Source: an optimization exercise on an open RTL-to-GDS flow (aim: small area and a short achievable clock period). Production flows keep margins and buffers that such runs may drop. Function was checked by simulation only, so behaviour that the tests miss may differ from the original. No driver is modelled on the clock port, so clocking that relies on it looks cheaper here than on a real chip. Power figures rest on the tool's default switching activity, not on a simulated workload.

// self_purging_adder
module self_purging_adder(clk, in1, in2, cin, J, sum, cout);
Size in the first run: roughly 2,200 cells after synthesis, about 190 flip-flops, roughly 430 I/O pins, about 0.022 mm² of cells after synthesis.
==> flow/config.mk <==
export PLATFORM = sky130hd
export DESIGN_NAME = self_purging_adder
export DESIGN_NICKNAME = self_purging_adder
export VERILOG_FILES = /design/flow/design.v
export SDC_FILE = /design/flow/constraint.sdc
export NUM_CORES = 4
export LEC_CHECK = 0
export CAP_MARGIN = 20
export CORE_MARGIN = 2
export CORE_UTILIZATION = 60
export SLEW_MARGIN = 20
export SYNTH_HIERARCHICAL = 1
export SYNTH_MINIMUM_KEEP_SIZE = 0
==> flow/constraint.sdc <==
create_clock -name core_clock -period 110.0 [get_ports {clk}]
set_input_delay 22.0000 -clock core_clock [delete_from_list [all_inputs] [get_ports {clk}]]
set_output_delay 22.0000 -clock core_clock [all_outputs]
set_load 0.01 [all_outputs]
standard.sh (not shown) runs the stock make flow with config.mk's settings and CLKGATE_MAP_FILE= SYNTH_SCRIPT=/design/flow/synth_recipe.tcl, a recipe that flattens the netlist after the stock synthesis.
==> flow/flow/run.sh <==
#!/bin/bash
# Standard ORFS layout (the standard.sh) with these changes:
#  - the port buffers that global placement puts on every input and output
#    are sky130 buf_1 cells instead of the default choice;
#  - right after floorplanning, logic cells off the near-critical paths are
#    set to the smallest version of their function (downsize.tcl); the later
#    repair steps size up again where slew, load or timing need it;
#  - clock tree synthesis uses clkbuf_4/clkbuf_8 buffers and no dummy loads;
#  - after clock tree synthesis, repair_timing works on the top-level logic
#    only (the carry network that all bits share), aiming at more setup
#    slack than the standard flow does (post_cts.tcl).
# Each step's full log is in orfs/logs/; make's own output is in
# standard_flow.log.
set -euo pipefail
here=$(pwd)
export BUFFER_PORTS_ARGS="-buffer_cell sky130_fd_sc_hd__buf_1"
export POST_FLOORPLAN_TCL="$here/flow/downsize.tcl"
export CTS_ARGS="-sink_clustering_enable -repair_clock_nets -dont_use_dummy_load -buf_list {sky130_fd_sc_hd__clkbuf_4 sky130_fd_sc_hd__clkbuf_8} -root_buf sky130_fd_sc_hd__clkbuf_8"
export POST_CTS_TCL="$here/flow/post_cts.tcl"
bash standard.sh "$@" > standard_flow.log 2>&1
==> flow/flow/post_cts.tcl <==
# Setup repair of the shared carry network. The design's clock leaves tens
# of ns of slack, so the standard repair does nothing. Here every cell inside
# the per-bit modules (hierarchical names, with '/'), the port buffers and the
# clock tree are held fixed, and repair_timing is asked for $target ns of
# slack: it can only size up or buffer the top-level logic (the carry
# prefix network and bit 0), which all the slowest paths go through.
set target 63.0
estimate_parasitics -placement
puts "post_cts.tcl: worst setup slack before [format %.3f [expr {[sta::worst_slack_cmd max] * 1e9}]] ns"
set block [ord::get_db_block]
set held {}
foreach inst [$block getInsts] {
  set name [$inst getName]
  set m [[$inst getMaster] getName]
  if { [string first "/" $name] >= 0 || [string match "input*" $name] || [string match "output*" $name]
       || [string match "*clkbuf*" $m] || [string match "*dfxtp*" $m] || [string match "*tapvpwrvgnd*" $m] } {
    lappend held $inst
    $inst setDoNotTouch 1
  }
}
puts "post_cts.tcl: [llength $held] cells held fixed"
repair_timing -setup -setup_margin $target -sequence "sizeup,swap,buffer" -skip_last_gasp -verbose
foreach inst $held { $inst setDoNotTouch 0 }
detailed_placement
check_placement -verbose
estimate_parasitics -placement
puts "post_cts.tcl: worst setup slack after [format %.3f [expr {[sta::worst_slack_cmd max] * 1e9}]] ns"
report_design_area
Other scripts of this flow, unchanged in this note and not shown: flow/flow/downsize.tcl
The first run completed without violations.
==> next run, changes <==
==> flow/flow/run.sh (replaced) <==
#!/bin/bash
# Standard ORFS layout (the standard.sh) with these changes:
#  - the port buffers that global placement puts on every input and output
#    are sky130 buf_1 cells instead of the default choice;
#  - right after floorplanning, every logic cell is set to the smallest
#    version of its function (downsize.tcl); the later repair steps size up
#    again where slew, load or timing need it;
#  - clock tree synthesis uses clkbuf_4/clkbuf_8 buffers and no dummy loads.
# Each step's full log is in orfs/logs/; make's own output is in
# standard_flow.log.
set -euo pipefail
here=$(pwd)
export BUFFER_PORTS_ARGS="-buffer_cell sky130_fd_sc_hd__buf_1"
export POST_FLOORPLAN_TCL="$here/flow/downsize.tcl"
export CTS_ARGS="-sink_clustering_enable -repair_clock_nets -dont_use_dummy_load -buf_list {sky130_fd_sc_hd__clkbuf_4 sky130_fd_sc_hd__clkbuf_8} -root_buf sky130_fd_sc_hd__clkbuf_8"
bash standard.sh "$@" > standard_flow.log 2>&1
removed: flow/flow/post_cts.tcl
Result: Wire length came out lower by 3.3%. Clock power is about the same. Fmax came out lower by 1.8%. Cell count came out lower by 2.1%. Synthesized area does not change. Clock skew came out lower by 0.0048 ns. Core utilization came out lower by 3.2 points. Clock-buffer cell count is unchanged. Worst setup slack gets worse by 0.87 ns. Sequential cell count stays the same. Die area does not change.

-- port drivers added, routing unchanged --
Ports are ideal in the flow. The routed layouts listed here were re-timed in OpenROAD. Step 1 (the two cells are an assumption about what drives the block):
set clk [get_ports {clk}]
set_driving_cell -lib_cell sky130_fd_sc_hd__clkbuf_16 $clk
set_driving_cell -lib_cell sky130_fd_sc_hd__buf_2 [delete_from_list [all_inputs] $clk]
Step 2 moves the port delays by t, midway between the first and last clock arrival at a register: inputs arrive t later, outputs are due t later. That takes back most of the time a late clock gives input paths. Slacks: ideal / step 1 / step 2; pairs: ideal / step 1.
| run | shift t [ns] | setup slack, ns | cell pins on the clock port's net |
|---|---|---|---|
| the first run | 0.543 | 62.178 / 62.124 / 62.124 | 1 |
| the second run | 0.538 | 61.310 / 61.255 / 61.255 | 1 |
After both steps setup and hold are still met in every run listed. The setup slack of the second run, which loses most, moves by -0.055 ns with the drivers and by -0.055 ns with both steps.
